This design comes from an exercise in tuning for small area and a short achievable clock period on the open sky130 flow, not from production work.
Function not checked in this run: the RTL went through the layout flow alone.
Power is estimated from default activity; no workload was simulated.

===== flow/run.sh =====
#!/bin/bash
# synth_recipe.tcl (not shown) runs the flow's synth.tcl, then flattens the netlist and writes it again
# the make line also repeats each setting of config.mk as NAME=value (left out here)
make -C /OpenROAD-flow-scripts/flow DESIGN_CONFIG=/design/flow/config.mk WORK_HOME=/design/flow/orfs CLKGATE_MAP_FILE= SYNTH_SCRIPT=/design/flow/synth_recipe.tcl finish

===== flow/config.mk =====
export PLATFORM = sky130hd
export DESIGN_NAME = mac_16bit
export DESIGN_NICKNAME = mac_16bit
export VERILOG_FILES = /design/flow/design.v
export SDC_FILE = /design/flow/constraint.sdc
export NUM_CORES = 4
export LEC_CHECK = 0
export CAP_MARGIN = 20
export CORE_MARGIN = 2
export CORE_UTILIZATION = 40
export SETUP_SLACK_MARGIN = 3.6
export SLEW_MARGIN = 20

===== flow/constraint.sdc =====
create_clock -name core_clock -period 6.9 [get_ports {clk}]
set_input_delay 1.3800 -clock core_clock [delete_from_list [all_inputs] [get_ports {clk}]]
set_output_delay 1.3800 -clock core_clock [all_outputs]
set_load 0.01 [all_outputs]

===== flow/design.v =====
module mac_16bit(out_rounded,md,mr,clk,rst);
output reg [26:0] out_rounded;
input [15:0] md,mr;
input clk,rst;
reg [15:0] MD;
reg [7:0] ONE, TWO, NEG;         
reg [60:0] P;                  
reg [39:0] A;                    
reg [3:0] CB;                 
reg [8:0] k;       
reg clr;           
reg z1;            
reg r1, z2;        
wire zero = !rst | clr;
wire [16:0] mrx = {mr, 1'b0};
wire [7:0] one_n, two_n, neg_n;
genvar g;
generate for (g = 0; g < 8; g = g + 1) begin : enc
  assign one_n[g] = mrx[2*g+1] ^ mrx[2*g];
  assign two_n[g] = (mrx[2*g+2] & ~mrx[2*g+1] & ~mrx[2*g]) | (~mrx[2*g+2] & mrx[2*g+1] & mrx[2*g]);
  assign neg_n[g] = mrx[2*g+2] & ~(mrx[2*g+1] & mrx[2*g]);
end endgenerate
wire [16:0] pp0 = (({17{ONE[0]}} & {MD[15], MD}) | ({17{TWO[0]}} & {MD, 1'b0})) ^ {17{NEG[0]}};
wire ns0 = ~pp0[16];
wire [16:0] pp1 = (({17{ONE[1]}} & {MD[15], MD}) | ({17{TWO[1]}} & {MD, 1'b0})) ^ {17{NEG[1]}};
wire ns1 = ~pp1[16];
wire [16:0] pp2 = (({17{ONE[2]}} & {MD[15], MD}) | ({17{TWO[2]}} & {MD, 1'b0})) ^ {17{NEG[2]}};
wire ns2 = ~pp2[16];
wire [16:0] pp3 = (({17{ONE[3]}} & {MD[15], MD}) | ({17{TWO[3]}} & {MD, 1'b0})) ^ {17{NEG[3]}};
wire ns3 = ~pp3[16];
wire [16:0] pp4 = (({17{ONE[4]}} & {MD[15], MD}) | ({17{TWO[4]}} & {MD, 1'b0})) ^ {17{NEG[4]}};
wire ns4 = ~pp4[16];
wire [16:0] pp5 = (({17{ONE[5]}} & {MD[15], MD}) | ({17{TWO[5]}} & {MD, 1'b0})) ^ {17{NEG[5]}};
wire ns5 = ~pp5[16];
wire [16:0] pp6 = (({17{ONE[6]}} & {MD[15], MD}) | ({17{TWO[6]}} & {MD, 1'b0})) ^ {17{NEG[6]}};
wire ns6 = ~pp6[16];
wire [16:0] pp7 = (({17{ONE[7]}} & {MD[15], MD}) | ({17{TWO[7]}} & {MD, 1'b0})) ^ {17{NEG[7]}};
wire ns7 = ~pp7[16];
wire as1, ac2; assign {ac2, as1} = {1'b0, pp0[10]} + {1'b0, pp1[8]};
wire as3, ac4; assign {ac4, as3} = {1'b0, pp0[11]} + {1'b0, pp1[9]};
wire [1:0] at7 = {1'b0, ~pp0[12]} + {1'b0, ~pp1[10]} + {1'b0, ~pp2[8]}; wire as5 = ~at7[0]; wire ac6 = ~at7[1];
wire as8, ac9; assign {ac9, as8} = {1'b0, pp3[6]} + {1'b0, pp4[4]};
wire [1:0] at12 = {1'b0, ~pp0[13]} + {1'b0, ~pp1[11]} + {1'b0, ~pp2[9]}; wire as10 = ~at12[0]; wire ac11 = ~at12[1];
wire as13, ac14; assign {ac14, as13} = {1'b0, pp3[7]} + {1'b0, pp4[5]};
wire [1:0] at17 = {1'b0, ~pp0[14]} + {1'b0, ~pp1[12]} + {1'b0, ~pp2[10]}; wire as15 = ~at17[0]; wire ac16 = ~at17[1];
wire [1:0] at20 = {1'b0, ~pp3[8]} + {1'b0, ~pp4[6]} + {1'b0, ~pp5[4]}; wire as18 = ~at20[0]; wire ac19 = ~at20[1];
wire as21, ac22; assign {ac22, as21} = {1'b0, pp6[2]} + {1'b0, pp7[0]};
wire [1:0] at25 = {1'b0, ~pp0[15]} + {1'b0, ~pp1[13]} + {1'b0, ~pp2[11]}; wire as23 = ~at25[0]; wire ac24 = ~at25[1];
wire [1:0] at28 = {1'b0, ~pp3[9]} + {1'b0, ~pp4[7]} + {1'b0, ~pp5[5]}; wire as26 = ~at28[0]; wire ac27 = ~at28[1];
wire as29, ac30; assign {ac30, as29} = {1'b0, pp6[3]} + {1'b0, pp7[1]};
wire as31 = ~(ns0 ^ pp1[14]); wire ac32 = ns0 | pp1[14];
wire [1:0] at35 = {1'b0, ~pp2[12]} + {1'b0, ~pp3[10]} + {1'b0, ~pp4[8]}; wire as33 = ~at35[0]; wire ac34 = ~at35[1];
wire [1:0] at38 = {1'b0, ~pp5[6]} + {1'b0, ~pp6[4]} + {1'b0, ~pp7[2]}; wire as36 = ~at38[0]; wire ac37 = ~at38[1];
wire as39 = ~(pp1[15] ^ pp2[13]); wire ac40 = pp1[15] | pp2[13];
wire [1:0] at43 = {1'b0, ~pp3[11]} + {1'b0, ~pp4[9]} + {1'b0, ~pp5[7]}; wire as41 = ~at43[0]; wire ac42 = ~at43[1];
wire as44, ac45; assign {ac45, as44} = {1'b0, pp6[5]} + {1'b0, pp7[3]};
wire [1:0] at48 = {1'b0, ~ns1} + {1'b0, ~pp2[14]} + {1'b0, ~pp3[12]}; wire as46 = ~at48[0]; wire ac47 = ~at48[1];
wire [1:0] at51 = {1'b0, ~pp4[10]} + {1'b0, ~pp5[8]} + {1'b0, ~pp6[6]}; wire as49 = ~at51[0]; wire ac50 = ~at51[1];
wire as52 = ~(pp2[15] ^ pp3[13]); wire ac53 = pp2[15] | pp3[13];
wire as54, ac55; assign {ac55, as54} = {1'b0, pp4[11]} + {1'b0, pp5[9]};
wire [1:0] at58 = {1'b0, ~ns2} + {1'b0, ~pp3[14]} + {1'b0, ~pp4[12]}; wire as56 = ~at58[0]; wire ac57 = ~at58[1];
wire as59 = ~pp3[15];
wire as60, ac61; assign {ac61, as60} = {1'b0, pp0[6]} + {1'b0, pp1[4]};
wire as62, ac63; assign {ac63, as62} = {1'b0, pp0[7]} + {1'b0, pp1[5]};
wire [1:0] at66 = {1'b0, ~pp0[8]} + {1'b0, ~pp1[6]} + {1'b0, ~pp2[4]}; wire as64 = ~at66[0]; wire ac65 = ~at66[1];
wire as67, ac68; assign {ac68, as67} = {1'b0, pp3[2]} + {1'b0, pp4[0]};
wire [1:0] at71 = {1'b0, ~pp0[9]} + {1'b0, ~pp1[7]} + {1'b0, ~pp2[5]}; wire as69 = ~at71[0]; wire ac70 = ~at71[1];
wire as72, ac73; assign {ac73, as72} = {1'b0, pp3[3]} + {1'b0, pp4[1]};
wire [1:0] at76 = {1'b0, ~as1} + {1'b0, ~pp2[6]} + {1'b0, ~pp3[4]}; wire as74 = ~at76[0]; wire ac75 = ~at76[1];
wire [1:0] at79 = {1'b0, ~pp4[2]} + {1'b0, ~pp5[0]} + {1'b0, ~NEG[5]}; wire as77 = ~at79[0]; wire ac78 = ~at79[1];
wire [1:0] at82 = {1'b0, ~as3} + {1'b0, ~pp2[7]} + {1'b0, ~pp3[5]}; wire as80 = ~at82[0]; wire ac81 = ~at82[1];
wire [1:0] at85 = {1'b0, ~pp4[3]} + {1'b0, ~pp5[1]} + {1'b0, ~ac2}; wire as83 = ~at85[0]; wire ac84 = ~at85[1];
wire [1:0] at88 = {1'b0, ~as5} + {1'b0, ~as8} + {1'b0, ~pp5[2]}; wire as86 = ~at88[0]; wire ac87 = ~at88[1];
wire [1:0] at91 = {1'b0, ~pp6[0]} + {1'b0, ~NEG[6]} + {1'b0, ~ac4}; wire as89 = ~at91[0]; wire ac90 = ~at91[1];
wire [1:0] at94 = {1'b0, ~as10} + {1'b0, ~as13} + {1'b0, ~pp5[3]}; wire as92 = ~at94[0]; wire ac93 = ~at94[1];
wire [1:0] at97 = {1'b0, ~pp6[1]} + {1'b0, ~ac6} + {1'b0, ~ac9}; wire as95 = ~at97[0]; wire ac96 = ~at97[1];
wire [1:0] at100 = {1'b0, ~as15} + {1'b0, ~as18} + {1'b0, ~as21}; wire as98 = ~at100[0]; wire ac99 = ~at100[1];
wire [1:0] at103 = {1'b0, ~NEG[7]} + {1'b0, ~ac11} + {1'b0, ~ac14}; wire as101 = ~at103[0]; wire ac102 = ~at103[1];
wire [1:0] at106 = {1'b0, ~as23} + {1'b0, ~as26} + {1'b0, ~as29}; wire as104 = ~at106[0]; wire ac105 = ~at106[1];
wire [1:0] at109 = {1'b0, ~ac16} + {1'b0, ~ac19} + {1'b0, ~ac22}; wire as107 = ~at109[0]; wire ac108 = ~at109[1];
wire [1:0] at112 = {1'b0, ~as31} + {1'b0, ~as33} + {1'b0, ~as36}; wire as110 = ~at112[0]; wire ac111 = ~at112[1];
wire [1:0] at115 = {1'b0, ~ac24} + {1'b0, ~ac27} + {1'b0, ~ac30}; wire as113 = ~at115[0]; wire ac114 = ~at115[1];
wire [1:0] at118 = {1'b0, ~as39} + {1'b0, ~as41} + {1'b0, ~as44}; wire as116 = ~at118[0]; wire ac117 = ~at118[1];
wire [1:0] at121 = {1'b0, ~ac32} + {1'b0, ~ac34} + {1'b0, ~ac37}; wire as119 = ~at121[0]; wire ac120 = ~at121[1];
wire [1:0] at124 = {1'b0, ~as46} + {1'b0, ~as49} + {1'b0, ~pp7[4]}; wire as122 = ~at124[0]; wire ac123 = ~at124[1];
wire [1:0] at127 = {1'b0, ~ac40} + {1'b0, ~ac42} + {1'b0, ~ac45}; wire as125 = ~at127[0]; wire ac126 = ~at127[1];
wire [1:0] at130 = {1'b0, ~as52} + {1'b0, ~as54} + {1'b0, ~pp6[7]}; wire as128 = ~at130[0]; wire ac129 = ~at130[1];
wire [1:0] at133 = {1'b0, ~pp7[5]} + {1'b0, ~ac47} + {1'b0, ~ac50}; wire as131 = ~at133[0]; wire ac132 = ~at133[1];
wire [1:0] at136 = {1'b0, ~as56} + {1'b0, ~pp5[10]} + {1'b0, ~pp6[8]}; wire as134 = ~at136[0]; wire ac135 = ~at136[1];
wire [1:0] at139 = {1'b0, ~pp7[6]} + {1'b0, ~ac53} + {1'b0, ~ac55}; wire as137 = ~at139[0]; wire ac138 = ~at139[1];
wire [1:0] at142 = {1'b0, ~as59} + {1'b0, ~pp4[13]} + {1'b0, ~pp5[11]}; wire as140 = ~at142[0]; wire ac141 = ~at142[1];
wire [1:0] at145 = {1'b0, ~pp6[9]} + {1'b0, ~pp7[7]} + {1'b0, ~ac57}; wire as143 = ~at145[0]; wire ac144 = ~at145[1];
wire [1:0] at148 = {1'b0, ~ns3} + {1'b0, ~pp4[14]} + {1'b0, ~pp5[12]}; wire as146 = ~at148[0]; wire ac147 = ~at148[1];
wire [1:0] at151 = {1'b0, ~pp6[10]} + {1'b0, ~pp7[8]} + {1'b0, ~pp3[15]}; wire as149 = ~at151[0]; wire ac150 = ~at151[1];
wire as152 = ~(pp4[15] ^ pp5[13]); wire ac153 = pp4[15] | pp5[13];
wire as154, ac155; assign {ac155, as154} = {1'b0, pp6[11]} + {1'b0, pp7[9]};
wire [1:0] at158 = {1'b0, ~ns4} + {1'b0, ~pp5[14]} + {1'b0, ~pp6[12]}; wire as156 = ~at158[0]; wire ac157 = ~at158[1];
wire as159 = ~pp5[15];
wire as160, ac161; assign {ac161, as160} = {1'b0, pp0[4]} + {1'b0, pp1[2]};
wire as162, ac163; assign {ac163, as162} = {1'b0, pp0[5]} + {1'b0, pp1[3]};
wire [1:0] at166 = {1'b0, ~as60} + {1'b0, ~pp2[2]} + {1'b0, ~pp3[0]}; wire as164 = ~at166[0]; wire ac165 = ~at166[1];
wire [1:0] at169 = {1'b0, ~as62} + {1'b0, ~pp2[3]} + {1'b0, ~pp3[1]}; wire as167 = ~at169[0]; wire ac168 = ~at169[1];
wire [1:0] at172 = {1'b0, ~as64} + {1'b0, ~as67} + {1'b0, ~NEG[4]}; wire as170 = ~at172[0]; wire ac171 = ~at172[1];
wire [1:0] at175 = {1'b0, ~as69} + {1'b0, ~as72} + {1'b0, ~ac65}; wire as173 = ~at175[0]; wire ac174 = ~at175[1];
wire [1:0] at178 = {1'b0, ~as74} + {1'b0, ~as77} + {1'b0, ~ac70}; wire as176 = ~at178[0]; wire ac177 = ~at178[1];
wire [1:0] at181 = {1'b0, ~as80} + {1'b0, ~as83} + {1'b0, ~ac75}; wire as179 = ~at181[0]; wire ac180 = ~at181[1];
wire [1:0] at184 = {1'b0, ~as86} + {1'b0, ~as89} + {1'b0, ~ac81}; wire as182 = ~at184[0]; wire ac183 = ~at184[1];
wire [1:0] at187 = {1'b0, ~as92} + {1'b0, ~as95} + {1'b0, ~ac87}; wire as185 = ~at187[0]; wire ac186 = ~at187[1];
wire [1:0] at190 = {1'b0, ~as98} + {1'b0, ~as101} + {1'b0, ~ac93}; wire as188 = ~at190[0]; wire ac189 = ~at190[1];
wire [1:0] at193 = {1'b0, ~as104} + {1'b0, ~as107} + {1'b0, ~ac99}; wire as191 = ~at193[0]; wire ac192 = ~at193[1];
wire [1:0] at196 = {1'b0, ~as110} + {1'b0, ~as113} + {1'b0, ~ac105}; wire as194 = ~at196[0]; wire ac195 = ~at196[1];
wire [1:0] at199 = {1'b0, ~as116} + {1'b0, ~as119} + {1'b0, ~ac111}; wire as197 = ~at199[0]; wire ac198 = ~at199[1];
wire [1:0] at202 = {1'b0, ~as122} + {1'b0, ~as125} + {1'b0, ~ac117}; wire as200 = ~at202[0]; wire ac201 = ~at202[1];
wire [1:0] at205 = {1'b0, ~as128} + {1'b0, ~as131} + {1'b0, ~ac123}; wire as203 = ~at205[0]; wire ac204 = ~at205[1];
wire [1:0] at208 = {1'b0, ~as134} + {1'b0, ~as137} + {1'b0, ~ac129}; wire as206 = ~at208[0]; wire ac207 = ~at208[1];
wire [1:0] at211 = {1'b0, ~as140} + {1'b0, ~as143} + {1'b0, ~ac135}; wire as209 = ~at211[0]; wire ac210 = ~at211[1];
wire [1:0] at214 = {1'b0, ~as146} + {1'b0, ~as149} + {1'b0, ~ac141}; wire as212 = ~at214[0]; wire ac213 = ~at214[1];
wire [1:0] at217 = {1'b0, ~as152} + {1'b0, ~as154} + {1'b0, ~ac147}; wire as215 = ~at217[0]; wire ac216 = ~at217[1];
wire [1:0] at220 = {1'b0, ~as156} + {1'b0, ~pp7[10]} + {1'b0, ~ac153}; wire as218 = ~at220[0]; wire ac219 = ~at220[1];
wire [1:0] at223 = {1'b0, ~as159} + {1'b0, ~pp6[13]} + {1'b0, ~pp7[11]}; wire as221 = ~at223[0]; wire ac222 = ~at223[1];
wire [1:0] at226 = {1'b0, ~ns5} + {1'b0, ~pp6[14]} + {1'b0, ~pp7[12]}; wire as224 = ~at226[0]; wire ac225 = ~at226[1];
wire as227 = ~pp6[15];
wire as228, ac229; assign {ac229, as228} = {1'b0, pp0[2]} + {1'b0, pp1[0]};
wire as230, ac231; assign {ac231, as230} = {1'b0, pp0[3]} + {1'b0, pp1[1]};
wire [1:0] at234 = {1'b0, ~as160} + {1'b0, ~pp2[0]} + {1'b0, ~NEG[2]}; wire as232 = ~at234[0]; wire ac233 = ~at234[1];
wire [1:0] at237 = {1'b0, ~as162} + {1'b0, ~pp2[1]} + {1'b0, ~ac161}; wire as235 = ~at237[0]; wire ac236 = ~at237[1];
wire [1:0] at240 = {1'b0, ~as164} + {1'b0, ~NEG[3]} + {1'b0, ~ac163}; wire as238 = ~at240[0]; wire ac239 = ~at240[1];
wire [1:0] at243 = {1'b0, ~as167} + {1'b0, ~ac61} + {1'b0, ~ac165}; wire as241 = ~at243[0]; wire ac242 = ~at243[1];
wire [1:0] at246 = {1'b0, ~as170} + {1'b0, ~ac63} + {1'b0, ~ac168}; wire as244 = ~at246[0]; wire ac245 = ~at246[1];
wire [1:0] at249 = {1'b0, ~as173} + {1'b0, ~ac68} + {1'b0, ~ac171}; wire as247 = ~at249[0]; wire ac248 = ~at249[1];
wire [1:0] at252 = {1'b0, ~as176} + {1'b0, ~ac73} + {1'b0, ~ac174}; wire as250 = ~at252[0]; wire ac251 = ~at252[1];
wire [1:0] at255 = {1'b0, ~as179} + {1'b0, ~ac78} + {1'b0, ~ac177}; wire as253 = ~at255[0]; wire ac254 = ~at255[1];
wire [1:0] at258 = {1'b0, ~as182} + {1'b0, ~ac84} + {1'b0, ~ac180}; wire as256 = ~at258[0]; wire ac257 = ~at258[1];
wire [1:0] at261 = {1'b0, ~as185} + {1'b0, ~ac90} + {1'b0, ~ac183}; wire as259 = ~at261[0]; wire ac260 = ~at261[1];
wire [1:0] at264 = {1'b0, ~as188} + {1'b0, ~ac96} + {1'b0, ~ac186}; wire as262 = ~at264[0]; wire ac263 = ~at264[1];
wire [1:0] at267 = {1'b0, ~as191} + {1'b0, ~ac102} + {1'b0, ~ac189}; wire as265 = ~at267[0]; wire ac266 = ~at267[1];
wire [1:0] at270 = {1'b0, ~as194} + {1'b0, ~ac108} + {1'b0, ~ac192}; wire as268 = ~at270[0]; wire ac269 = ~at270[1];
wire [1:0] at273 = {1'b0, ~as197} + {1'b0, ~ac114} + {1'b0, ~ac195}; wire as271 = ~at273[0]; wire ac272 = ~at273[1];
wire [1:0] at276 = {1'b0, ~as200} + {1'b0, ~ac120} + {1'b0, ~ac198}; wire as274 = ~at276[0]; wire ac275 = ~at276[1];
wire [1:0] at279 = {1'b0, ~as203} + {1'b0, ~ac126} + {1'b0, ~ac201}; wire as277 = ~at279[0]; wire ac278 = ~at279[1];
wire [1:0] at282 = {1'b0, ~as206} + {1'b0, ~ac132} + {1'b0, ~ac204}; wire as280 = ~at282[0]; wire ac281 = ~at282[1];
wire [1:0] at285 = {1'b0, ~as209} + {1'b0, ~ac138} + {1'b0, ~ac207}; wire as283 = ~at285[0]; wire ac284 = ~at285[1];
wire [1:0] at288 = {1'b0, ~as212} + {1'b0, ~ac144} + {1'b0, ~ac210}; wire as286 = ~at288[0]; wire ac287 = ~at288[1];
wire [1:0] at291 = {1'b0, ~as215} + {1'b0, ~ac150} + {1'b0, ~ac213}; wire as289 = ~at291[0]; wire ac290 = ~at291[1];
wire [1:0] at294 = {1'b0, ~as218} + {1'b0, ~ac155} + {1'b0, ~ac216}; wire as292 = ~at294[0]; wire ac293 = ~at294[1];
wire [1:0] at297 = {1'b0, ~as221} + {1'b0, ~ac157} + {1'b0, ~ac219}; wire as295 = ~at297[0]; wire ac296 = ~at297[1];
wire [1:0] at300 = {1'b0, ~as224} + {1'b0, ~pp5[15]} + {1'b0, ~ac222}; wire as298 = ~at300[0]; wire ac299 = ~at300[1];
wire [1:0] at303 = {1'b0, ~as227} + {1'b0, ~pp7[13]} + {1'b0, ~ac225}; wire as301 = ~at303[0]; wire ac302 = ~at303[1];
wire [1:0] at306 = {1'b0, ~ns6} + {1'b0, ~pp7[14]} + {1'b0, ~pp6[15]}; wire as304 = ~at306[0]; wire ac305 = ~at306[1];
wire as307 = ~pp7[15];
wire [60:0] pnext;
assign pnext[0] = pp0[0];
assign pnext[1] = NEG[0];
assign pnext[2] = pp0[1];
assign pnext[3] = as228;
assign pnext[4] = NEG[1];
assign pnext[5] = as230;
assign pnext[6] = ac229;
assign pnext[7] = as232;
assign pnext[8] = ac231;
assign pnext[9] = as235;
assign pnext[10] = ac233;
assign pnext[11] = as238;
assign pnext[12] = ac236;
assign pnext[13] = as241;
assign pnext[14] = ac239;
assign pnext[15] = as244;
assign pnext[16] = ac242;
assign pnext[17] = as247;
assign pnext[18] = ac245;
assign pnext[19] = as250;
assign pnext[20] = ac248;
assign pnext[21] = as253;
assign pnext[22] = ac251;
assign pnext[23] = as256;
assign pnext[24] = ac254;
assign pnext[25] = as259;
assign pnext[26] = ac257;
assign pnext[27] = as262;
assign pnext[28] = ac260;
assign pnext[29] = as265;
assign pnext[30] = ac263;
assign pnext[31] = as268;
assign pnext[32] = ac266;
assign pnext[33] = as271;
assign pnext[34] = ac269;
assign pnext[35] = as274;
assign pnext[36] = ac272;
assign pnext[37] = as277;
assign pnext[38] = ac275;
assign pnext[39] = as280;
assign pnext[40] = ac278;
assign pnext[41] = as283;
assign pnext[42] = ac281;
assign pnext[43] = as286;
assign pnext[44] = ac284;
assign pnext[45] = as289;
assign pnext[46] = ac287;
assign pnext[47] = as292;
assign pnext[48] = ac290;
assign pnext[49] = as295;
assign pnext[50] = ac293;
assign pnext[51] = as298;
assign pnext[52] = ac296;
assign pnext[53] = as301;
assign pnext[54] = ac299;
assign pnext[55] = as304;
assign pnext[56] = ac302;
assign pnext[57] = as307;
assign pnext[58] = ac305;
assign pnext[59] = ns7;
assign pnext[60] = pp7[15];
wire bs308, bc309; assign {bc309, bs308} = {1'b0, P[0]} + {1'b0, P[1]};
wire bs310, bc311; assign {bc311, bs310} = {1'b0, P[2]} + {1'b0, A[1]};
wire bs312, bc313; assign {bc313, bs312} = {1'b0, P[3]} + {1'b0, P[4]} + {1'b0, A[2]};
wire bs314, bc315; assign {bc315, bs314} = {1'b0, P[5]} + {1'b0, P[6]} + {1'b0, A[3]};
wire bs316, bc317; assign {bc317, bs316} = {1'b0, P[7]} + {1'b0, P[8]} + {1'b0, A[4]};
wire bs318, bc319; assign {bc319, bs318} = {1'b0, P[9]} + {1'b0, P[10]} + {1'b0, A[5]};
wire bs320, bc321; assign {bc321, bs320} = {1'b0, P[11]} + {1'b0, P[12]} + {1'b0, A[6]};
wire bs322, bc323; assign {bc323, bs322} = {1'b0, P[13]} + {1'b0, P[14]} + {1'b0, A[7]};
wire bs324, bc325; assign {bc325, bs324} = {1'b0, P[15]} + {1'b0, P[16]} + {1'b0, A[8]};
wire bs326, bc327; assign {bc327, bs326} = {1'b0, P[17]} + {1'b0, P[18]} + {1'b0, A[9]};
wire bs328, bc329; assign {bc329, bs328} = {1'b0, P[19]} + {1'b0, P[20]} + {1'b0, A[10]};
wire bs330, bc331; assign {bc331, bs330} = {1'b0, P[21]} + {1'b0, P[22]} + {1'b0, A[11]};
wire bs332, bc333; assign {bc333, bs332} = {1'b0, P[23]} + {1'b0, P[24]} + {1'b0, A[12]};
wire bs334, bc335; assign {bc335, bs334} = {1'b0, P[25]} + {1'b0, P[26]} + {1'b0, A[13]};
wire bs336, bc337; assign {bc337, bs336} = {1'b0, P[27]} + {1'b0, P[28]} + {1'b0, A[14]};
wire bs338, bc339; assign {bc339, bs338} = {1'b0, P[29]} + {1'b0, P[30]} + {1'b0, A[15]};
wire bs340, bc341; assign {bc341, bs340} = {1'b0, P[31]} + {1'b0, P[32]} + {1'b0, A[16]};
wire bs342, bc343; assign {bc343, bs342} = {1'b0, P[33]} + {1'b0, P[34]} + {1'b0, A[17]};
wire bs344, bc345; assign {bc345, bs344} = {1'b0, P[35]} + {1'b0, P[36]} + {1'b0, A[18]};
wire bs346, bc347; assign {bc347, bs346} = {1'b0, P[37]} + {1'b0, P[38]} + {1'b0, A[19]};
wire bs348, bc349; assign {bc349, bs348} = {1'b0, P[39]} + {1'b0, P[40]} + {1'b0, A[20]};
wire bs350, bc351; assign {bc351, bs350} = {1'b0, P[41]} + {1'b0, P[42]} + {1'b0, A[21]};
wire bs352, bc353; assign {bc353, bs352} = {1'b0, P[43]} + {1'b0, P[44]} + {1'b0, A[22]};
wire bs354, bc355; assign {bc355, bs354} = {1'b0, P[45]} + {1'b0, P[46]} + {1'b0, A[23]};
wire bs356, bc357; assign {bc357, bs356} = {1'b0, P[47]} + {1'b0, P[48]} + {1'b0, A[24]};
wire bs358, bc359; assign {bc359, bs358} = {1'b0, P[49]} + {1'b0, P[50]} + {1'b0, A[25]};
wire bs360, bc361; assign {bc361, bs360} = {1'b0, P[51]} + {1'b0, P[52]} + {1'b0, A[26]};
wire bs362, bc363; assign {bc363, bs362} = {1'b0, P[53]} + {1'b0, P[54]} + {1'b0, A[27]};
wire bs364, bc365; assign {bc365, bs364} = {1'b0, P[55]} + {1'b0, P[56]} + {1'b0, A[28]};
wire bs366, bc367; assign {bc367, bs366} = {1'b0, P[57]} + {1'b0, P[58]} + {1'b0, A[29]};
wire bs368, bc369; assign {bc369, bs368} = {1'b0, P[59]} + {1'b0, P[60]} + {1'b0, A[30]};
wire bs370 = ~A[31];
wire [7:0] yhi = 8'd0 + {7'd0, A[31]} - 8'd1;
wire k0_g371, k0_p379; assign {k0_g371, k0_p379} = {1'b0, bs308} + {1'b0, A[0]};
wire k0_g372, k0_p380; assign {k0_g372, k0_p380} = {1'b0, bs310} + {1'b0, bc309};
wire k0_g373, k0_p381; assign {k0_g373, k0_p381} = {1'b0, bs312} + {1'b0, bc311};
wire k0_g374, k0_p382; assign {k0_g374, k0_p382} = {1'b0, bs314} + {1'b0, bc313};
wire k0_g375, k0_p383; assign {k0_g375, k0_p383} = {1'b0, bs316} + {1'b0, bc315};
wire k0_g376, k0_p384; assign {k0_g376, k0_p384} = {1'b0, bs318} + {1'b0, bc317};
wire k0_g377, k0_p385; assign {k0_g377, k0_p385} = {1'b0, bs320} + {1'b0, bc319};
wire k0_g378, k0_p386; assign {k0_g378, k0_p386} = {1'b0, bs322} + {1'b0, bc321};
wire k0_G387 = k0_g372 | (k0_p380 & k0_g371);
wire k0_P388 = k0_p380 & k0_p379;
wire k0_G389 = k0_g373 | (k0_p381 & k0_g372);
wire k0_P390 = k0_p381 & k0_p380;
wire k0_G391 = k0_g374 | (k0_p382 & k0_g373);
wire k0_P392 = k0_p382 & k0_p381;
wire k0_G393 = k0_g375 | (k0_p383 & k0_g374);
wire k0_P394 = k0_p383 & k0_p382;
wire k0_G395 = k0_g376 | (k0_p384 & k0_g375);
wire k0_P396 = k0_p384 & k0_p383;
wire k0_G397 = k0_g377 | (k0_p385 & k0_g376);
wire k0_P398 = k0_p385 & k0_p384;
wire k0_G399 = k0_g378 | (k0_p386 & k0_g377);
wire k0_P400 = k0_p386 & k0_p385;
wire k0_G401 = k0_G389 | (k0_P390 & k0_g371);
wire k0_P402 = k0_P390 & k0_p379;
wire k0_G403 = k0_G391 | (k0_P392 & k0_G387);
wire k0_P404 = k0_P392 & k0_P388;
wire k0_G405 = k0_G393 | (k0_P394 & k0_G389);
wire k0_P406 = k0_P394 & k0_P390;
wire k0_G407 = k0_G395 | (k0_P396 & k0_G391);
wire k0_P408 = k0_P396 & k0_P392;
wire k0_G409 = k0_G397 | (k0_P398 & k0_G393);
wire k0_P410 = k0_P398 & k0_P394;
wire k0_G411 = k0_G399 | (k0_P400 & k0_G395);
wire k0_P412 = k0_P400 & k0_P396;
wire k0_G413 = k0_G405 | (k0_P406 & k0_g371);
wire k0_P414 = k0_P406 & k0_p379;
wire k0_G415 = k0_G407 | (k0_P408 & k0_G387);
wire k0_P416 = k0_P408 & k0_P388;
wire k0_G417 = k0_G409 | (k0_P410 & k0_G401);
wire k0_P418 = k0_P410 & k0_P402;
wire k0_G419 = k0_G411 | (k0_P412 & k0_G403);
wire k0_P420 = k0_P412 & k0_P404;
wire k0_s421 = k0_p379;
wire k0_s422 = k0_p380 ^ k0_g371;
wire k0_s423 = k0_p381 ^ k0_G387;
wire k0_s424 = k0_p382 ^ k0_G401;
wire k0_s425 = k0_p383 ^ k0_G403;
wire k0_s426 = k0_p384 ^ k0_G413;
wire k0_s427 = k0_p385 ^ k0_G415;
wire k0_s428 = k0_p386 ^ k0_G417;
wire k1_g429, k1_p437; assign {k1_g429, k1_p437} = {1'b0, bs324} + {1'b0, bc323};
wire k1_g430, k1_p438; assign {k1_g430, k1_p438} = {1'b0, bs326} + {1'b0, bc325};
wire k1_g431, k1_p439; assign {k1_g431, k1_p439} = {1'b0, bs328} + {1'b0, bc327};
wire k1_g432, k1_p440; assign {k1_g432, k1_p440} = {1'b0, bs330} + {1'b0, bc329};
wire k1_g433, k1_p441; assign {k1_g433, k1_p441} = {1'b0, bs332} + {1'b0, bc331};
wire k1_g434, k1_p442; assign {k1_g434, k1_p442} = {1'b0, bs334} + {1'b0, bc333};
wire k1_g435, k1_p443; assign {k1_g435, k1_p443} = {1'b0, bs336} + {1'b0, bc335};
wire k1_g436, k1_p444; assign {k1_g436, k1_p444} = {1'b0, bs338} + {1'b0, bc337};
wire k1_g445 = k1_g429 | (k1_p437 & CB[0]);
wire k1_G446 = k1_g430 | (k1_p438 & k1_g445);
wire k1_P447 = k1_p438 & k1_p437;
wire k1_G448 = k1_g431 | (k1_p439 & k1_g430);
wire k1_P449 = k1_p439 & k1_p438;
wire k1_G450 = k1_g432 | (k1_p440 & k1_g431);
wire k1_P451 = k1_p440 & k1_p439;
wire k1_G452 = k1_g433 | (k1_p441 & k1_g432);
wire k1_P453 = k1_p441 & k1_p440;
wire k1_G454 = k1_g434 | (k1_p442 & k1_g433);
wire k1_P455 = k1_p442 & k1_p441;
wire k1_G456 = k1_g435 | (k1_p443 & k1_g434);
wire k1_P457 = k1_p443 & k1_p442;
wire k1_G458 = k1_g436 | (k1_p444 & k1_g435);
wire k1_P459 = k1_p444 & k1_p443;
wire k1_G460 = k1_G448 | (k1_P449 & k1_g445);
wire k1_P461 = k1_P449 & k1_p437;
wire k1_G462 = k1_G450 | (k1_P451 & k1_G446);
wire k1_P463 = k1_P451 & k1_P447;
wire k1_G464 = k1_G452 | (k1_P453 & k1_G448);
wire k1_P465 = k1_P453 & k1_P449;
wire k1_G466 = k1_G454 | (k1_P455 & k1_G450);
wire k1_P467 = k1_P455 & k1_P451;
wire k1_G468 = k1_G456 | (k1_P457 & k1_G452);
wire k1_P469 = k1_P457 & k1_P453;
wire k1_G470 = k1_G458 | (k1_P459 & k1_G454);
wire k1_P471 = k1_P459 & k1_P455;
wire k1_G472 = k1_G464 | (k1_P465 & k1_g445);
wire k1_P473 = k1_P465 & k1_p437;
wire k1_G474 = k1_G466 | (k1_P467 & k1_G446);
wire k1_P475 = k1_P467 & k1_P447;
wire k1_G476 = k1_G468 | (k1_P469 & k1_G460);
wire k1_P477 = k1_P469 & k1_P461;
wire k1_G478 = k1_G470 | (k1_P471 & k1_G462);
wire k1_P479 = k1_P471 & k1_P463;
wire k1_s480 = k1_p437 ^ CB[0];
wire k1_s481 = k1_p438 ^ k1_g445;
wire k1_s482 = k1_p439 ^ k1_G446;
wire k1_s483 = k1_p440 ^ k1_G460;
wire k1_s484 = k1_p441 ^ k1_G462;
wire k1_s485 = k1_p442 ^ k1_G472;
wire k1_s486 = k1_p443 ^ k1_G474;
wire k1_s487 = k1_p444 ^ k1_G476;
wire k2_g488, k2_p496; assign {k2_g488, k2_p496} = {1'b0, bs340} + {1'b0, bc339};
wire k2_g489, k2_p497; assign {k2_g489, k2_p497} = {1'b0, bs342} + {1'b0, bc341};
wire k2_g490, k2_p498; assign {k2_g490, k2_p498} = {1'b0, bs344} + {1'b0, bc343};
wire k2_g491, k2_p499; assign {k2_g491, k2_p499} = {1'b0, bs346} + {1'b0, bc345};
wire k2_g492, k2_p500; assign {k2_g492, k2_p500} = {1'b0, bs348} + {1'b0, bc347};
wire k2_g493, k2_p501; assign {k2_g493, k2_p501} = {1'b0, bs350} + {1'b0, bc349};
wire k2_g494, k2_p502; assign {k2_g494, k2_p502} = {1'b0, bs352} + {1'b0, bc351};
wire k2_g495, k2_p503; assign {k2_g495, k2_p503} = {1'b0, bs354} + {1'b0, bc353};
wire k2_g504 = k2_g488 | (k2_p496 & CB[1]);
wire k2_G505 = k2_g489 | (k2_p497 & k2_g504);
wire k2_P506 = k2_p497 & k2_p496;
wire k2_G507 = k2_g490 | (k2_p498 & k2_g489);
wire k2_P508 = k2_p498 & k2_p497;
wire k2_G509 = k2_g491 | (k2_p499 & k2_g490);
wire k2_P510 = k2_p499 & k2_p498;
wire k2_G511 = k2_g492 | (k2_p500 & k2_g491);
wire k2_P512 = k2_p500 & k2_p499;
wire k2_G513 = k2_g493 | (k2_p501 & k2_g492);
wire k2_P514 = k2_p501 & k2_p500;
wire k2_G515 = k2_g494 | (k2_p502 & k2_g493);
wire k2_P516 = k2_p502 & k2_p501;
wire k2_G517 = k2_g495 | (k2_p503 & k2_g494);
wire k2_P518 = k2_p503 & k2_p502;
wire k2_G519 = k2_G507 | (k2_P508 & k2_g504);
wire k2_P520 = k2_P508 & k2_p496;
wire k2_G521 = k2_G509 | (k2_P510 & k2_G505);
wire k2_P522 = k2_P510 & k2_P506;
wire k2_G523 = k2_G511 | (k2_P512 & k2_G507);
wire k2_P524 = k2_P512 & k2_P508;
wire k2_G525 = k2_G513 | (k2_P514 & k2_G509);
wire k2_P526 = k2_P514 & k2_P510;
wire k2_G527 = k2_G515 | (k2_P516 & k2_G511);
wire k2_P528 = k2_P516 & k2_P512;
wire k2_G529 = k2_G517 | (k2_P518 & k2_G513);
wire k2_P530 = k2_P518 & k2_P514;
wire k2_G531 = k2_G523 | (k2_P524 & k2_g504);
wire k2_P532 = k2_P524 & k2_p496;
wire k2_G533 = k2_G525 | (k2_P526 & k2_G505);
wire k2_P534 = k2_P526 & k2_P506;
wire k2_G535 = k2_G527 | (k2_P528 & k2_G519);
wire k2_P536 = k2_P528 & k2_P520;
wire k2_G537 = k2_G529 | (k2_P530 & k2_G521);
wire k2_P538 = k2_P530 & k2_P522;
wire k2_s539 = k2_p496 ^ CB[1];
wire k2_s540 = k2_p497 ^ k2_g504;
wire k2_s541 = k2_p498 ^ k2_G505;
wire k2_s542 = k2_p499 ^ k2_G519;
wire k2_s543 = k2_p500 ^ k2_G521;
wire k2_s544 = k2_p501 ^ k2_G531;
wire k2_s545 = k2_p502 ^ k2_G533;
wire k2_s546 = k2_p503 ^ k2_G535;
wire k3_g547, k3_p555; assign {k3_g547, k3_p555} = {1'b0, bs356} + {1'b0, bc355};
wire k3_g548, k3_p556; assign {k3_g548, k3_p556} = {1'b0, bs358} + {1'b0, bc357};
wire k3_g549, k3_p557; assign {k3_g549, k3_p557} = {1'b0, bs360} + {1'b0, bc359};
wire k3_g550, k3_p558; assign {k3_g550, k3_p558} = {1'b0, bs362} + {1'b0, bc361};
wire k3_g551, k3_p559; assign {k3_g551, k3_p559} = {1'b0, bs364} + {1'b0, bc363};
wire k3_g552, k3_p560; assign {k3_g552, k3_p560} = {1'b0, bs366} + {1'b0, bc365};
wire k3_g553, k3_p561; assign {k3_g553, k3_p561} = {1'b0, bs368} + {1'b0, bc367};
wire k3_g554, k3_p562; assign {k3_g554, k3_p562} = {1'b0, bs370} + {1'b0, bc369};
wire k3_g563 = k3_g547 | (k3_p555 & CB[2]);
wire k3_G564 = k3_g548 | (k3_p556 & k3_g563);
wire k3_P565 = k3_p556 & k3_p555;
wire k3_G566 = k3_g549 | (k3_p557 & k3_g548);
wire k3_P567 = k3_p557 & k3_p556;
wire k3_G568 = k3_g550 | (k3_p558 & k3_g549);
wire k3_P569 = k3_p558 & k3_p557;
wire k3_G570 = k3_g551 | (k3_p559 & k3_g550);
wire k3_P571 = k3_p559 & k3_p558;
wire k3_G572 = k3_g552 | (k3_p560 & k3_g551);
wire k3_P573 = k3_p560 & k3_p559;
wire k3_G574 = k3_g553 | (k3_p561 & k3_g552);
wire k3_P575 = k3_p561 & k3_p560;
wire k3_G576 = k3_g554 | (k3_p562 & k3_g553);
wire k3_P577 = k3_p562 & k3_p561;
wire k3_G578 = k3_G566 | (k3_P567 & k3_g563);
wire k3_P579 = k3_P567 & k3_p555;
wire k3_G580 = k3_G568 | (k3_P569 & k3_G564);
wire k3_P581 = k3_P569 & k3_P565;
wire k3_G582 = k3_G570 | (k3_P571 & k3_G566);
wire k3_P583 = k3_P571 & k3_P567;
wire k3_G584 = k3_G572 | (k3_P573 & k3_G568);
wire k3_P585 = k3_P573 & k3_P569;
wire k3_G586 = k3_G574 | (k3_P575 & k3_G570);
wire k3_P587 = k3_P575 & k3_P571;
wire k3_G588 = k3_G576 | (k3_P577 & k3_G572);
wire k3_P589 = k3_P577 & k3_P573;
wire k3_G590 = k3_G582 | (k3_P583 & k3_g563);
wire k3_P591 = k3_P583 & k3_p555;
wire k3_G592 = k3_G584 | (k3_P585 & k3_G564);
wire k3_P593 = k3_P585 & k3_P565;
wire k3_G594 = k3_G586 | (k3_P587 & k3_G578);
wire k3_P595 = k3_P587 & k3_P579;
wire k3_G596 = k3_G588 | (k3_P589 & k3_G580);
wire k3_P597 = k3_P589 & k3_P581;
wire k3_s598 = k3_p555 ^ CB[2];
wire k3_s599 = k3_p556 ^ k3_g563;
wire k3_s600 = k3_p557 ^ k3_G564;
wire k3_s601 = k3_p558 ^ k3_G578;
wire k3_s602 = k3_p559 ^ k3_G580;
wire k3_s603 = k3_p560 ^ k3_G590;
wire k3_s604 = k3_p561 ^ k3_G592;
wire k3_s605 = k3_p562 ^ k3_G594;
wire k4_g606, k4_p614; assign {k4_g606, k4_p614} = {1'b0, A[32]} + {1'b0, yhi[0]};
wire k4_g607, k4_p615; assign {k4_g607, k4_p615} = {1'b0, A[33]} + {1'b0, yhi[1]};
wire k4_g608, k4_p616; assign {k4_g608, k4_p616} = {1'b0, A[34]} + {1'b0, yhi[2]};
wire k4_g609, k4_p617; assign {k4_g609, k4_p617} = {1'b0, A[35]} + {1'b0, yhi[3]};
wire k4_g610, k4_p618; assign {k4_g610, k4_p618} = {1'b0, A[36]} + {1'b0, yhi[4]};
wire k4_g611, k4_p619; assign {k4_g611, k4_p619} = {1'b0, A[37]} + {1'b0, yhi[5]};
wire k4_g612, k4_p620; assign {k4_g612, k4_p620} = {1'b0, A[38]} + {1'b0, yhi[6]};
wire k4_g613, k4_p621; assign {k4_g613, k4_p621} = {1'b0, A[39]} + {1'b0, yhi[7]};
wire k4_g622 = k4_g606 | (k4_p614 & CB[3]);
wire k4_G623 = k4_g607 | (k4_p615 & k4_g622);
wire k4_P624 = k4_p615 & k4_p614;
wire k4_G625 = k4_g608 | (k4_p616 & k4_g607);
wire k4_P626 = k4_p616 & k4_p615;
wire k4_G627 = k4_g609 | (k4_p617 & k4_g608);
wire k4_P628 = k4_p617 & k4_p616;
wire k4_G629 = k4_g610 | (k4_p618 & k4_g609);
wire k4_P630 = k4_p618 & k4_p617;
wire k4_G631 = k4_g611 | (k4_p619 & k4_g610);
wire k4_P632 = k4_p619 & k4_p618;
wire k4_G633 = k4_g612 | (k4_p620 & k4_g611);
wire k4_P634 = k4_p620 & k4_p619;
wire k4_G635 = k4_g613 | (k4_p621 & k4_g612);
wire k4_P636 = k4_p621 & k4_p620;
wire k4_G637 = k4_G625 | (k4_P626 & k4_g622);
wire k4_P638 = k4_P626 & k4_p614;
wire k4_G639 = k4_G627 | (k4_P628 & k4_G623);
wire k4_P640 = k4_P628 & k4_P624;
wire k4_G641 = k4_G629 | (k4_P630 & k4_G625);
wire k4_P642 = k4_P630 & k4_P626;
wire k4_G643 = k4_G631 | (k4_P632 & k4_G627);
wire k4_P644 = k4_P632 & k4_P628;
wire k4_G645 = k4_G633 | (k4_P634 & k4_G629);
wire k4_P646 = k4_P634 & k4_P630;
wire k4_G647 = k4_G635 | (k4_P636 & k4_G631);
wire k4_P648 = k4_P636 & k4_P632;
wire k4_G649 = k4_G641 | (k4_P642 & k4_g622);
wire k4_P650 = k4_P642 & k4_p614;
wire k4_G651 = k4_G643 | (k4_P644 & k4_G623);
wire k4_P652 = k4_P644 & k4_P624;
wire k4_G653 = k4_G645 | (k4_P646 & k4_G637);
wire k4_P654 = k4_P646 & k4_P638;
wire k4_G655 = k4_G647 | (k4_P648 & k4_G639);
wire k4_P656 = k4_P648 & k4_P640;
wire k4_s657 = k4_p614 ^ CB[3];
wire k4_s658 = k4_p615 ^ k4_g622;
wire k4_s659 = k4_p616 ^ k4_G623;
wire k4_s660 = k4_p617 ^ k4_G637;
wire k4_s661 = k4_p618 ^ k4_G639;
wire k4_s662 = k4_p619 ^ k4_G649;
wire k4_s663 = k4_p620 ^ k4_G651;
wire k4_s664 = k4_p621 ^ k4_G653;
wire [39:0] sum = {k4_s664, k4_s663, k4_s662, k4_s661, k4_s660, k4_s659, k4_s658, k4_s657, k3_s605, k3_s604, k3_s603, k3_s602, k3_s601, k3_s600, k3_s599, k3_s598, k2_s546, k2_s545, k2_s544, k2_s543, k2_s542, k2_s541, k2_s540, k2_s539, k1_s487, k1_s486, k1_s485, k1_s484, k1_s483, k1_s482, k1_s481, k1_s480, k0_s428, k0_s427, k0_s426, k0_s425, k0_s424, k0_s423, k0_s422, k0_s421};
wire [3:0] cbnext = {k3_G596, k2_G537, k1_G478, k0_G419};
wire [13:0] L = {1'b0, A[12:0]} + {5'd0, CB[0], 8'd0};
wire c13 = L[13];
wire up = L[12] & ((A[13] ^ c13) | (|L[11:0]));
wire rg665, rp692; assign {rg665, rp692} = {1'b0, A[13]} + {1'b0, c13};
wire rg666 = 1'b0; wire rp693 = A[14];
wire rg667 = 1'b0; wire rp694 = A[15];
wire rg668, rp695; assign {rg668, rp695} = {1'b0, A[16]} + {1'b0, CB[1]};
wire rg669 = 1'b0; wire rp696 = A[17];
wire rg670 = 1'b0; wire rp697 = A[18];
wire rg671 = 1'b0; wire rp698 = A[19];
wire rg672 = 1'b0; wire rp699 = A[20];
wire rg673 = 1'b0; wire rp700 = A[21];
wire rg674 = 1'b0; wire rp701 = A[22];
wire rg675 = 1'b0; wire rp702 = A[23];
wire rg676, rp703; assign {rg676, rp703} = {1'b0, A[24]} + {1'b0, CB[2]};
wire rg677 = 1'b0; wire rp704 = A[25];
wire rg678 = 1'b0; wire rp705 = A[26];
wire rg679 = 1'b0; wire rp706 = A[27];
wire rg680 = 1'b0; wire rp707 = A[28];
wire rg681 = 1'b0; wire rp708 = A[29];
wire rg682 = 1'b0; wire rp709 = A[30];
wire rg683 = 1'b0; wire rp710 = A[31];
wire rg684, rp711; assign {rg684, rp711} = {1'b0, A[32]} + {1'b0, CB[3]};
wire rg685 = 1'b0; wire rp712 = A[33];
wire rg686 = 1'b0; wire rp713 = A[34];
wire rg687 = 1'b0; wire rp714 = A[35];
wire rg688 = 1'b0; wire rp715 = A[36];
wire rg689 = 1'b0; wire rp716 = A[37];
wire rg690 = 1'b0; wire rp717 = A[38];
wire rg691 = 1'b0; wire rp718 = A[39];
wire rG719 = rg666 | (rp693 & rg665);
wire rP720 = rp693 & rp692;
wire rG721 = rg668 | (rp695 & rg667);
wire rP722 = rp695 & rp694;
wire rG723 = rg670 | (rp697 & rg669);
wire rP724 = rp697 & rp696;
wire rG725 = rg672 | (rp699 & rg671);
wire rP726 = rp699 & rp698;
wire rG727 = rg674 | (rp701 & rg673);
wire rP728 = rp701 & rp700;
wire rG729 = rg676 | (rp703 & rg675);
wire rP730 = rp703 & rp702;
wire rG731 = rg678 | (rp705 & rg677);
wire rP732 = rp705 & rp704;
wire rG733 = rg680 | (rp707 & rg679);
wire rP734 = rp707 & rp706;
wire rG735 = rg682 | (rp709 & rg681);
wire rP736 = rp709 & rp708;
wire rG737 = rg684 | (rp711 & rg683);
wire rP738 = rp711 & rp710;
wire rG739 = rg686 | (rp713 & rg685);
wire rP740 = rp713 & rp712;
wire rG741 = rg688 | (rp715 & rg687);
wire rP742 = rp715 & rp714;
wire rG743 = rg690 | (rp717 & rg689);
wire rP744 = rp717 & rp716;
wire rG745 = rg667 | (rp694 & rG719);
wire rP746 = rp694 & rP720;
wire rG747 = rG721 | (rP722 & rG719);
wire rP748 = rP722 & rP720;
wire rG749 = rg671 | (rp698 & rG723);
wire rP750 = rp698 & rP724;
wire rG751 = rG725 | (rP726 & rG723);
wire rP752 = rP726 & rP724;
wire rG753 = rg675 | (rp702 & rG727);
wire rP754 = rp702 & rP728;
wire rG755 = rG729 | (rP730 & rG727);
wire rP756 = rP730 & rP728;
wire rG757 = rg679 | (rp706 & rG731);
wire rP758 = rp706 & rP732;
wire rG759 = rG733 | (rP734 & rG731);
wire rP760 = rP734 & rP732;
wire rG761 = rg683 | (rp710 & rG735);
wire rP762 = rp710 & rP736;
wire rG763 = rG737 | (rP738 & rG735);
wire rP764 = rP738 & rP736;
wire rG765 = rg687 | (rp714 & rG739);
wire rP766 = rp714 & rP740;
wire rG767 = rG741 | (rP742 & rG739);
wire rP768 = rP742 & rP740;
wire rG769 = rg691 | (rp718 & rG743);
wire rP770 = rp718 & rP744;
wire rG771 = rg669 | (rp696 & rG747);
wire rP772 = rp696 & rP748;
wire rG773 = rG723 | (rP724 & rG747);
wire rP774 = rP724 & rP748;
wire rG775 = rG749 | (rP750 & rG747);
wire rP776 = rP750 & rP748;
wire rG777 = rG751 | (rP752 & rG747);
wire rP778 = rP752 & rP748;
wire rG779 = rg677 | (rp704 & rG755);
wire rP780 = rp704 & rP756;
wire rG781 = rG731 | (rP732 & rG755);
wire rP782 = rP732 & rP756;
wire rG783 = rG757 | (rP758 & rG755);
wire rP784 = rP758 & rP756;
wire rG785 = rG759 | (rP760 & rG755);
wire rP786 = rP760 & rP756;
wire rG787 = rg685 | (rp712 & rG763);
wire rP788 = rp712 & rP764;
wire rG789 = rG739 | (rP740 & rG763);
wire rP790 = rP740 & rP764;
wire rG791 = rG765 | (rP766 & rG763);
wire rP792 = rP766 & rP764;
wire rG793 = rG767 | (rP768 & rG763);
wire rP794 = rP768 & rP764;
wire rG795 = rg673 | (rp700 & rG777);
wire rP796 = rp700 & rP778;
wire rG797 = rG727 | (rP728 & rG777);
wire rP798 = rP728 & rP778;
wire rG799 = rG753 | (rP754 & rG777);
wire rP800 = rP754 & rP778;
wire rG801 = rG755 | (rP756 & rG777);
wire rP802 = rP756 & rP778;
wire rG803 = rG779 | (rP780 & rG777);
wire rP804 = rP780 & rP778;
wire rG805 = rG781 | (rP782 & rG777);
wire rP806 = rP782 & rP778;
wire rG807 = rG783 | (rP784 & rG777);
wire rP808 = rP784 & rP778;
wire rG809 = rG785 | (rP786 & rG777);
wire rP810 = rP786 & rP778;
wire rG811 = rg689 | (rp716 & rG793);
wire rP812 = rp716 & rP794;
wire rG813 = rG743 | (rP744 & rG793);
wire rP814 = rP744 & rP794;
wire rG815 = rG769 | (rP770 & rG793);
wire rP816 = rP770 & rP794;
wire rG817 = rg681 | (rp708 & rG809);
wire rP818 = rp708 & rP810;
wire rG819 = rG735 | (rP736 & rG809);
wire rP820 = rP736 & rP810;
wire rG821 = rG761 | (rP762 & rG809);
wire rP822 = rP762 & rP810;
wire rG823 = rG763 | (rP764 & rG809);
wire rP824 = rP764 & rP810;
wire rG825 = rG787 | (rP788 & rG809);
wire rP826 = rP788 & rP810;
wire rG827 = rG789 | (rP790 & rG809);
wire rP828 = rP790 & rP810;
wire rG829 = rG791 | (rP792 & rG809);
wire rP830 = rP792 & rP810;
wire rG831 = rG793 | (rP794 & rG809);
wire rP832 = rP794 & rP810;
wire rG833 = rG811 | (rP812 & rG809);
wire rP834 = rP812 & rP810;
wire rG835 = rG813 | (rP814 & rG809);
wire rP836 = rP814 & rP810;
wire rG837 = rG815 | (rP816 & rG809);
wire rP838 = rP816 & rP810;
wire rs839 = rp692 ^ up;
wire rc840 = rg665 | (rp692 & up);
wire rs841 = rp693 ^ rc840;
wire rc842 = rG719 | (rP720 & up);
wire rs843 = rp694 ^ rc842;
wire rc844 = rG745 | (rP746 & up);
wire rs845 = rp695 ^ rc844;
wire rc846 = rG747 | (rP748 & up);
wire rs847 = rp696 ^ rc846;
wire rc848 = rG771 | (rP772 & up);
wire rs849 = rp697 ^ rc848;
wire rc850 = rG773 | (rP774 & up);
wire rs851 = rp698 ^ rc850;
wire rc852 = rG775 | (rP776 & up);
wire rs853 = rp699 ^ rc852;
wire rc854 = rG777 | (rP778 & up);
wire rs855 = rp700 ^ rc854;
wire rc856 = rG795 | (rP796 & up);
wire rs857 = rp701 ^ rc856;
wire rc858 = rG797 | (rP798 & up);
wire rs859 = rp702 ^ rc858;
wire rc860 = rG799 | (rP800 & up);
wire rs861 = rp703 ^ rc860;
wire rc862 = rG801 | (rP802 & up);
wire rs863 = rp704 ^ rc862;
wire rc864 = rG803 | (rP804 & up);
wire rs865 = rp705 ^ rc864;
wire rc866 = rG805 | (rP806 & up);
wire rs867 = rp706 ^ rc866;
wire rc868 = rG807 | (rP808 & up);
wire rs869 = rp707 ^ rc868;
wire rc870 = rG809 | (rP810 & up);
wire rs871 = rp708 ^ rc870;
wire rc872 = rG817 | (rP818 & up);
wire rs873 = rp709 ^ rc872;
wire rc874 = rG819 | (rP820 & up);
wire rs875 = rp710 ^ rc874;
wire rc876 = rG821 | (rP822 & up);
wire rs877 = rp711 ^ rc876;
wire rc878 = rG823 | (rP824 & up);
wire rs879 = rp712 ^ rc878;
wire rc880 = rG825 | (rP826 & up);
wire rs881 = rp713 ^ rc880;
wire rc882 = rG827 | (rP828 & up);
wire rs883 = rp714 ^ rc882;
wire rc884 = rG829 | (rP830 & up);
wire rs885 = rp715 ^ rc884;
wire rc886 = rG831 | (rP832 & up);
wire rs887 = rp716 ^ rc886;
wire rc888 = rG833 | (rP834 & up);
wire rs889 = rp717 ^ rc888;
wire rc890 = rG835 | (rP836 & up);
wire rs891 = rp718 ^ rc890;
wire [26:0] rnd = {rs891, rs889, rs887, rs885, rs883, rs881, rs879, rs877, rs875, rs873, rs871, rs869, rs867, rs865, rs863, rs861, rs859, rs857, rs855, rs853, rs851, rs849, rs847, rs845, rs843, rs841, rs839};
always @(posedge clk) begin
  MD <= md;
  ONE <= one_n;
  TWO <= two_n;
  NEG <= neg_n;
  P <= pnext;
  z1 <= zero;
  r1 <= !rst;
  z2 <= r1;
  if (z1 | z2) A <= 40'd0;
  else A <= sum;
  if (z1 | z2) CB <= 4'd0;
  else CB <= cbnext;
  out_rounded <= (zero | z1) ? 27'd0 : rnd;
  if (zero) k <= {8'd0, clr};
  else k <= k + 9'd1;
  clr <= rst & !clr & (k == 9'd258);
end
endmodule

==> run notes <==
[worst max path at each step]
stage	start	end	cells past startpoint
floorplan	NEG[4]$_DFF_P_	P[31]$_DFF_P_	7
global placement	NEG[7]$_DFF_P_	P[31]$_DFF_P_	5
detailed placement	NEG[4]$_DFF_P_	P[47]$_DFF_P_	7
CTS	MD[4]$_DFF_P_	P[29]$_DFF_P_	6
global route	TWO[2]$_DFF_P_	P[39]$_DFF_P_	6
finish	TWO[2]$_DFF_P_	P[42]$_DFF_P_	6
[where the power goes]
part           switching [mW]  total (mW)  internal, mW  leakage (nW)
clock network           0.521        1.02         0.504         0.305
logic                    1.49        2.95          1.46          3.47
registers               0.276        1.65          1.38          1.54
[layout make-up]
class	count	area, sq um
flip-flops and latches	185	3750
fillers	2730	16100
multi-input cells	805	7520
repair buffers	62	616
inverters	89	334
well taps	390	488
clock buffers	17	425
clock inverters	15	208
[cell families after synthesis]
logic type | Yosys count | synth area share, %
muxes | 3 | 0.285
AOI/OAI and AO/OA | 209 | 12.4
adders and majority gates | 196 | 28.4
DFF | 185 | 31.2
buffers and inverters | 169 | 5.40
and+or+nand+nor | 213 | 8.67
xor gates and xnor gates | 184 | 13.6
[Yosys cell counts (3+ instances only)]
| master | instances | area [sq um] |
|---|---|---|
| dfxtp_1 | 185 | 3700 |
| xnor2_1 | 147 | 1290 |
| fa_1 | 123 | 2460 |
| a22oi_1 | 120 | 901 |
| inv_1 | 88 | 330 |
| nor2_1 | 84 | 315 |
| ha_1 | 73 | 913 |
| clkbuf_1 | 72 | 270 |
| o21ai_0 | 37 | 185 |
| xor2_1 | 37 | 324 |
| nand2_1 | 35 | 131 |
| nor2b_1 | 23 | 144 |
| a21oi_1 | 18 | 90.1 |
| nor3_1 | 15 | 75.1 |
| a21o_1 | 11 | 82.6 |
| nand3_1 | 11 | 55.1 |
| nand2b_1 | 9 | 56.3 |
| nand4_1 | 7 | 43.8 |
| or3_1 | 7 | 43.8 |
| buf_2 | 5 | 25.0 |
| a211oi_1 | 4 | 30.0 |
| and2_1 | 4 | 25.0 |
| or2_2 | 4 | 25.0 |
| a21boi_0 | 3 | 22.5 |
| buf_1 | 3 | 11.3 |
| mux2_2 | 3 | 33.8 |
| nor3b_1 | 3 | 22.5 |
| o21a_1 | 3 | 22.5 |
[per-layer routing]
layer	GRT usage, %	routed length [um]	vias to the layer above
li1	-	-	3836
met1	24.1	12000	3810
met2	27.0	11300	262
met3	3.88	1620	38
met4	5.13	501	0
met5	0	0	-
[registers in the layout (all words and copies together) (netlist names)]
register,cells
A,40
CB,4
MD,16
NEG,8
ONE,8
P,61
TWO,8
clr,1
k,9
out_rounded,27
r1,1
z1,1
z2,1
[per-stage QoR]
step	total power, mW	worst slack (ns)	instance area [sq um]
final	5.63	3.71	13300
after global routing	6.26	3.61	13300
after CTS	5.70	3.60	13300
after detailed placement	4.66	3.44	12700
after global placement	4.55	3.51	12700
after floorplan	3.94	3.66	11900
[what timing repair did]
action / CTS / global route
buffers inserted: 0 / 0
hold endpoints to repair: 0 / 0
hold buffers: 0 / 0
resized for setup: 19 / 18
setup endpoints to repair: 25 / 22
==> flow_summary.ini <==
[timing]
hold-worst-slack_ns = 0.333
period_share_pct = 46.2
hold_viol_final = 0
worst_slew_pin_slew_ns = 0.805
clock_skew_ns = 0.0157
drv_slew = 0
fin_crit_ns = 3.19
rsz0062_at_grt = no
max_freq_mhz = 313
tns_ns = 0
relSlewSlack_pct = 46.3
setup_viol = 0

[drt]
antenna_left = 0
drtIter0Drc = 571
viasPerCell = 5.08
vias = 7946
wl_per_cell_um = 16.3
wl_um = 25500
drc_errors = 0
drt_first_pass_iters = 6

[clocking]
clock_latency_ns = 0.44
clk_pin_slew_ns = 0.08
h-tree-depth = 4
cts-root-buf = clkbuf_16
cts_buffer_depth = 2
cts_buffers = 17
cts_tree = yes
cts.sinks = 185

[power_and_ir_drop]
vdd_ir_drop_max_uv = 199
p_leak_nw = 5.32
p_per_area_nw_per_um2 = 422

[synthesis]
synth-edff-count = 0
ys_seq_elements = 185
syn_area_sq_um = 11900
yosysWarningCount = 1
synthFlopType = dfxtp_1
synth-async-reset-ratio_pct = 0
syn_avg_cell_area_sq_um = 10.2
syn_inst = 1159
syn-num-nets = 1389
synth_cell_type_count = 47
ys_seq_area_share_pct = 31.2

[die]
die-area_sq_um = 31100
die_w_um = 176
num_rows = 63
start_util_pct = 40.4
top_level_ports = 61
die_h_um = 176
core_sq_um = 29400

[global_routing]
overflow = 0
grt.total_usage_pct = 17.3
grt_pass1_vias = 8123
grt_start_max_net_pins = 39
antenna_found_initial = 0
grt_pass1_wl_um = 42300

[hold_path]
hold_depth = 0
hold_path_class = register to register
min_from = r1$_DFF_P_
whs_endpoint = z2$_DFF_P_

[worst_setup_path]
cp-start-kind = register
cp_cell_sequence = o21ai_0 -> xor2_1 -> fa_1 -> fa_1 -> fa_1 -> fa_1
critPathRequiredTime_ns = 7.21
crit_fanout = 16
worst-path-buf-inv = 0
reg2reg_depth = 6
critPathMostFrequentCell = fa_1
end_kind = register
r2r_slack_ns = 3.71
crit_path_top_delay_cell = fa_1
crit_family = adder cells
rr_endpoint = P[42]$_DFF_P_
critical_path_class = register to register
worstPathArrival_ns = 3.50
slowest_delay_ns = 0.59
worst_r2r_startpoint = TWO[2]$_DFF_P_

[place]
place.gp.congestion = 0.833
dp_hpwl_um = 18700
numPortBuffers = 60
placedCellCount = 1531

[layout]
area_growth_pct = 12.4
diodes = 0
final_cell_mix = dfxtp_1 (148), xnor2_1 (147), fa_1 (123)
layout-drive-gt1-share_pct = 7.25
final_common_cell = dfxtp_1
final_core_utilization_pct = 45.4
finalNetCount = 1390
layout.cells.non_filler = 1563

[status]
outcome = no timing/DRC/antenna violations

[flow_run]
cap_viol_max_count = 0

[separate check: timing with driven ports]
The flow's constraints put no driver on any port. The routed layout listed below was extracted and timed again, unchanged, in two steps. Step 1, drivers: a clkbuf_16 drives clk and a buf_2 each remaining input, both assumed. Step 2 also shifts input and output timing later by t, the mid clock arrival at the registers, as if the neighbouring blocks saw the same clock. Slacks: ideal ports / drivers / drivers and shift; pairs: ideal ports / drivers.
t, ns: 0.477
setup WS [ns]: 3.710 / 3.710 / 3.710
hold WS [ns]: 0.333 / 0.333 / 0.333
clock arrival spread, ns: 0.017 / 0.017
After both steps setup and hold are still met in this run. For this run, drivers alone change the setup slack by 0.000 ns; drivers and shift together by 0.000 ns.
